From an optimization exercise on the open Yosys and OpenROAD flow, aimed at small area and a short achievable clock period; shortcuts taken in it are not production practice.
Where RTL was checked, it was by simulation tests only, not by an equivalence proof against the original.
Power is estimated from default activity; no workload was simulated.

// OnboardTop
module OnboardTop(
    input   [15:0]  SW,
    output  [15:0]  LED,
    input           RST,
    input           JB_TCK,
    input           JB_TMS,
    input           JB_TDI,
    output          JB_TDO,
    output          JA_1,
    output          JA_2,
    output          JA_3,
    output          JA_4,
    output          JA_5,
    output          JC_1,
    output          JC_2,
    output          JC_3,
    output          JC_4
    );
    wire TCK = JB_TCK;
    wire TMS = JB_TMS;
    wire TDI = JB_TDI;
    localparam [3:0] S_TLR   = 4'd0,  S_RTI   = 4'd1,  S_SELDR = 4'd2,  S_CAPDR = 4'd3;
    localparam [3:0] S_SHDR  = 4'd4,  S_EX1DR = 4'd5,  S_PDR   = 4'd6,  S_EX2DR = 4'd7;
    localparam [3:0] S_UPDR  = 4'd8,  S_SELIR = 4'd9,  S_CAPIR = 4'd10, S_SHIR  = 4'd11;
    localparam [3:0] S_EX1IR = 4'd12, S_PIR   = 4'd13, S_EX2IR = 4'd14, S_UPIR  = 4'd15;
  ...
Size in the first run: roughly 46 I/O pins, about 83000 um^2 of cells after synthesis.
clock: 7.0 ns
lec_check: 0
cap_margin: 20
core_margin: 2
core_utilization: 40
slew_margin: 20
run.sh (not shown) runs the stock make flow with config.mk's settings and CLKGATE_MAP_FILE= SYNTH_SCRIPT=/design/flow/synth_recipe.tcl, a recipe that flattens the netlist after the stock synthesis.
The starting point finished but fails on max-capacitance violations, max-slew violations.
==> next run, changes <==
- ABC_CLOCK_PERIOD_IN_PS: default -> 3300
- CORE_UTILIZATION: 40 -> 60
- SETUP_SLACK_MARGIN: default -> 3.5
Outcome: This time the run never finished: it broke off in global routing (5_1_grt). Synthesized area does not change. Synthesized cell count is unchanged.
Function was not checked in any run of this note: the RTL went through the layout flow alone.

========
build 14:
Another version of the RTL of OnboardTop (not shown whole).
Size in the first run: roughly 7700 cells after synthesis, about 46 I/O pins, roughly 75000 µm² of cells after synthesis.
clock: 7.0 ns
lec_check: 0
abc_area: 1
cap_margin: 20
core_margin: 2
core_utilization: 70
cts_cluster_diameter: 80
cts_cluster_size: 30
setup_slack_margin: 4.0
slew_margin: 20
standard.sh (not shown) runs the stock make flow with config.mk's settings and CLKGATE_MAP_FILE= SYNTH_SCRIPT=/design/flow/synth_recipe.tcl, a recipe that flattens the netlist after the stock synthesis.
==> flow/flow/run.sh <==
#!/bin/bash
# Layout flow: the standard flow (standard.sh) with one step added after
# the standard synthesis: flow/rdtree.py rebuilds the memory read tree (the
# logic feeding the rdq registers) from sky130 cells in a balanced form, and
# yosys removes the old tree. Registers, their names and cell types are those
# of the standard synthesis. Each tool writes its output to a log here.
set -euo pipefail
here=$(pwd)
R=$here/orfs/results/sky130hd/OnboardTop/base
bash standard.sh synth > synth.log 2>&1
cp $R/1_2_yosys.v standard_synth.v
python3 flow/rdtree.py standard_synth.v patched.v > rdtree.log 2>&1
YOSYS=$FLOW_HOME/../tools/install/yosys/bin/yosys
LIB=$FLOW_HOME/platforms/sky130hd/lib/sky130_fd_sc_hd__tt_025C_1v80.lib
$YOSYS -p "read_liberty -lib $LIB; read_verilog patched.v; hierarchy -top OnboardTop; opt_clean -purge; stat -liberty $LIB; write_verilog -noattr -nohex -nodec $R/1_2_yosys.v" > yosys_patch.log 2>&1
rm -f $R/1_synth.odb $R/1_synth.sdc
bash standard.sh > layout.log 2>&1
Other scripts of this flow, unchanged in this note and not shown: flow/flow/rdtree.py
Here is what was changed in the inputs of build 2 compared with build 14.
Settings: SETUP_SLACK_MARGIN changed from 4.0 to 4.2.
Findings:
Remaining design rule violation count: build 14 vs build 2 identical. Run comparison: build 2 timing startpoint of the critical path SW[11]; build 14 timing startpoint of the critical path q_lo_n[23]. Final cell area: build 2 above build 14. Per the comparison of build 2 with build 14, first-iteration DRC count now sits higher, sum of internal, switching and leakage power went up about 1.1%.
### build 2 -> build 46
Settings: swapping 4.2 for 4.0 in SETUP_SLACK_MARGIN; swapping 70 for 75 in CORE_UTILIZATION.
## What came out
Build 46 closes out successfully: all stages finished, all timing, DRC and antenna checks passed. Build 2 and build 46 ended up with nearly the same worst hold slack. The area of the die number comes out higher for build 2 vs build 46. Going from build 2 to build 46, the first-pass GRT wire length was found to have gone down by about 1.6%. Reported for build 2 and build 46, worst hold path stage count turned out identical to the last digit.
Modified inputs, build 95 compared to build 46
Settings: CORE_UTILIZATION now 65, was 75.
--- outcome ---
- Build 95 completed end to end with timing, DRC and antenna clean.
- Build 46: full flow OK, the timing, design-rule and antenna checks passed
- Utilization after layout: build 95 vs build 46 down 10 points
- [build 95] average detailed-routed wire length per instance fell 3.1% relative to build 46
- Going from build 46 to build 95, non-clock buffer instance count of the final layout lower, detailed-router iteration count before antenna repair dropped 5.
What build 27 does differently from build 95 at the input level:
Settings: CORE_UTILIZATION: 65 -> 70; SETUP_SLACK_MARGIN: 4.0 -> 4.1.
Findings:
Every stage of the flow completed for build 27, and the final layout passed the timing, design-rule and antenna checks.
Diff build 95 -> build 27: cell count shows a reduction of about 1.6%, via count of the first global-routing pass saw an increase, average vias per placed instance +3.1%.
Compared to build 95, build 27 has number of antenna violations at the first check in global routing 1 lower.

========
OnboardTop again, from the RTL that the note above started with.
clock: 7.0 ns
lec_check: 0
abc_area: 1
cap_margin: 20
core_margin: 2
core_utilization: 70
cts_cluster_diameter: 80
cts_cluster_size: 30
setup_slack_margin: 4.2
slew_margin: 20
run.sh (not shown) runs the stock make flow with config.mk's settings and CLKGATE_MAP_FILE= SYNTH_SCRIPT=/design/flow/synth_recipe.tcl, a recipe that flattens the netlist after the stock synthesis.
Stock flow here: none of the scripts above is used.
==> next run, changes <==
--- a/flow/config.mk
+++ b/flow/config.mk
@@ -11 +11 @@
-export CORE_UTILIZATION = 70
+export CORE_UTILIZATION = 50
@@ -14 +14 @@
-export SETUP_SLACK_MARGIN = 4.2
+export SETUP_SLACK_MARGIN = 3.8
Effect:
- The new run produced a clean layout
- cell area goes up by 0.93%
- clock-buffer cell count went up by 24
- via count decreases by 3.6%
- global-route usage came out lower by 11 points
- register-to-register slack is worse by 280 ps
- hold slack is about the same
- first-iteration DRC count came out lower by 32%
- critical path depth goes up by 3
- non-clock buffer count fell by 33
- routed wire length rises by 4.4%
- clock power rose by 25%
==> next run, changes <==
==> flow/flow/run.sh (new file) <==
#!/bin/bash
# Layout flow: the standard flow (standard.sh), except that synthesis runs
# flow/hybrid_synth.tcl instead of synth_recipe.tcl. hybrid_synth.tcl is the
# standard synthesis with the memory read tree mapped by ABC's speed script;
# the registers, their names and cell types are those of the standard
# synthesis (ABC runs after flip-flop mapping and maps only logic).
set -euo pipefail
here=$(pwd)
cp flow/hybrid_synth.tcl "$here/hybrid_synth.tcl"
sed "s#SYNTH_SCRIPT=[^ ]*#SYNTH_SCRIPT=$here/hybrid_synth.tcl#" standard.sh > hybrid_standard.sh
grep -q "SYNTH_SCRIPT=$here/hybrid_synth.tcl" hybrid_standard.sh
bash hybrid_standard.sh > flow.log 2>&1
==> flow/flow/hybrid_synth.tcl (new file) <==
proc synth {args} { yosys synth -nofsm -noshare {*}$args }
proc abc {args} {
  set i [lsearch -exact $args -script]
  set speed_args [lreplace $args [expr {$i+1}] [expr {$i+1}] $::env(SCRIPTS_DIR)/abc_speed.script]
  yosys select -set rdcone {c:rdq*} {%ci1:+[D]} {%ci*:-sky130_fd_sc_hd__dfxtp_1:-sky130_fd_sc_hd__edfxtp_1}
  yosys select -set rdgates {@rdcone} {t:$_*} {%i}
  yosys abc {*}$speed_args {@rdgates}
  yosys abc {*}$args
}
source $::env(SCRIPTS_DIR)/synth.tcl
# left out here: clear keep_hierarchy, flatten, clean up, hide names made inside functions, write 1_2_yosys.v
==> flow/standard.sh (new file) <==
#!/bin/bash
# synth_recipe.tcl (not shown) runs the flow's synth.tcl, then flattens the netlist and writes it again
# the make line also repeats each setting of config.mk as NAME=value (left out here)
make -C /OpenROAD-flow-scripts/flow DESIGN_CONFIG=/design/flow/config.mk WORK_HOME=/design/flow/orfs CLKGATE_MAP_FILE= SYNTH_SCRIPT=/design/flow/synth_recipe.tcl "${@:-finish}"
--- a/flow/config.mk
+++ b/flow/config.mk
@@ -11 +11 @@
-export CORE_UTILIZATION = 50
+export CORE_UTILIZATION = 70
@@ -14 +14 @@
-export SETUP_SLACK_MARGIN = 3.8
+export SETUP_SLACK_MARGIN = 4.0
removed: flow/run.sh
After rerunning: The changed run finished clean. Clock-buffer cell count falls by 23. Combinational power rose by 17%. Via count is higher by 3.0%. Worst setup slack improves by 100 ps. Die area came out lower by 29%. Synthesized area went down by 0.63%. Routed wire length stays flat. Cell count drops by 12%. First-iteration DRC count increases by 52%. Total power fell by 0.42%. Synthesized cell count goes down by 6.8%.

========
OnboardTop again, from the RTL that the note above started with.
Design OnboardTop, start of the top module:
module OnboardTop(
    input   [15:0]  SW,
    output  [15:0]  LED,
    input           RST,
    input           JB_TCK,
    input           JB_TMS,
    input           JB_TDI,
    output          JB_TDO,
    output          JA_1,
    output          JA_2,
    output          JA_3,
    output          JA_4,
    output          JA_5,
    output          JC_1,
    output          JC_2,
    output          JC_3,
    output          JC_4
    );
clock: 7.0 ns
lec_check: 0
abc_area: 1
cap_margin: 20
core_margin: 2
core_utilization: 70
cts_cluster_diameter: 80
cts_cluster_size: 30
setup_slack_margin: 4.2
slew_margin: 20
standard.sh (not shown) runs the stock make flow with config.mk's settings and CLKGATE_MAP_FILE= SYNTH_SCRIPT=/design/flow/synth_recipe.tcl, a recipe that flattens the netlist after the stock synthesis.
==> flow/flow/run.sh <==
#!/bin/bash
# Layout flow: the standard flow (standard.sh), except that synthesis runs
# flow/hybrid_synth.tcl instead of synth_recipe.tcl. hybrid_synth.tcl is the
# standard synthesis with the memory read tree mapped by ABC's speed script;
# the registers, their names and cell types are those of the standard
# synthesis (ABC runs after flip-flop mapping and maps only logic).
set -euo pipefail
here=$(pwd)
cp flow/hybrid_synth.tcl "$here/hybrid_synth.tcl"
sed "s#SYNTH_SCRIPT=[^ ]*#SYNTH_SCRIPT=$here/hybrid_synth.tcl#" standard.sh > hybrid_standard.sh
grep -q "SYNTH_SCRIPT=$here/hybrid_synth.tcl" hybrid_standard.sh
bash hybrid_standard.sh > flow.log 2>&1
==> flow/flow/hybrid_synth.tcl <==
proc synth {args} { yosys synth -nofsm -noshare {*}$args }
proc abc {args} {
  set i [lsearch -exact $args -script]
  set speed_args [lreplace $args [expr {$i+1}] [expr {$i+1}] $::env(SCRIPTS_DIR)/abc_speed.script]
  yosys select -set rdcone {c:rdq*} {%ci1:+[D]} {%ci*:-sky130_fd_sc_hd__dfxtp_1:-sky130_fd_sc_hd__edfxtp_1}
  yosys select -set rdgates {@rdcone} {t:$_*} {%i}
  yosys abc {*}$speed_args {@rdgates}
  yosys abc {*}$args
}
source $::env(SCRIPTS_DIR)/synth.tcl
# left out here: clear keep_hierarchy, flatten, clean up, hide names made inside functions, write 1_2_yosys.v
The baseline finished clean.
Next try:
==> flow/run.sh (new file) <==
#!/bin/bash
# synth_recipe.tcl (not shown) runs the flow's synth.tcl, then flattens the netlist and writes it again
# the make line also repeats each setting of config.mk as NAME=value (left out here)
make -C /OpenROAD-flow-scripts/flow DESIGN_CONFIG=/design/flow/config.mk WORK_HOME=/design/flow/orfs CLKGATE_MAP_FILE= SYNTH_SCRIPT=/design/flow/synth_recipe.tcl finish
Settings changed: SETUP_SLACK_MARGIN 4.2 to 4.0.
removed: flow/flow/run.sh
removed: flow/flow/hybrid_synth.tcl
removed: flow/standard.sh
- The changed run finished with timing, DRC and antenna clean
- wire length went down by a few percent
- final cell count increases by a few percent
- hold slack is worse by 0.0037 ns
- non-clock buffer count is lower by 40
- clock power decreases slightly
- worst setup slack improved by 0.17 ns
- flip-flop and latch count does not change
- clock-buffer cell count fell by 3
- maximum frequency is higher by a few percent
- final area falls slightly

[separate check: timing with driven ports]
The flow's constraints put no driver on any port. The routed layouts listed below were extracted and timed again, unchanged, in two steps.
Step 1: set_driving_cell puts a clkbuf_16 on JB_TCK and a buf_2 on each other input, an assumption about the parent block.
Step 2, shift: input delay + t, output delay - t, t = (earliest + latest rising clock arrival at the registers) / 2. This alone moves slack from input paths to output paths.
a / b / c = ideal / step 1 / step 2; a / b = the first two.
| run | t (ns) | setup WS [ns] | latest minus earliest clock arrival (ns) | worst data-port slew with drivers (ns) | pins driven straight from the clock port |
|---|---|---|---|---|---|
| the first run of note 1 | 1.015 | 0.118 / 0.118 / 0.118 | 0.085 / 0.086 | 0.09 | 1 |
| build 14 | 0.808 | 3.858 / 3.830 / 3.378 | 0.041 / 0.042 | 0.05 | 1 |
| build 2 | 0.784 | 3.887 / 3.849 / 3.527 | 0.045 / 0.045 | 0.06 | 1 |
| build 46 | 0.804 | 3.868 / 3.823 / 3.339 | 0.033 / 0.033 | 0.06 | 1 |
| build 95 | 0.803 | 3.825 / 3.825 / 3.307 | 0.034 / 0.034 | 0.05 | 1 |
| build 27 | 0.814 | 3.884 / 3.845 / 3.439 | 0.041 / 0.041 | 0.06 | 1 |
| the first run of note 3 | 0.814 | 3.854 / 3.777 / 3.493 | 0.055 / 0.055 | 0.08 | 1 |
| the second run of note 3 | 0.847 | 3.653 / 3.653 / 3.084 | 0.041 / 0.041 | 0.05 | 1 |
| the third run of note 3 | 0.804 | 3.755 / 3.755 / 3.350 | 0.046 / 0.046 | 0.05 | 1 |
| the first run of note 4 | 0.817 | 3.655 / 3.655 / 3.498 | 0.038 / 0.039 | 0.06 | 1 |
| the second run of note 4 | 0.792 | 3.823 / 3.794 / 3.322 | 0.041 / 0.041 | 0.06 | 1 |
The setup slack of the second run of note 3, which loses most, moves by 0.000 ns with the drivers and by -0.569 ns with both steps.
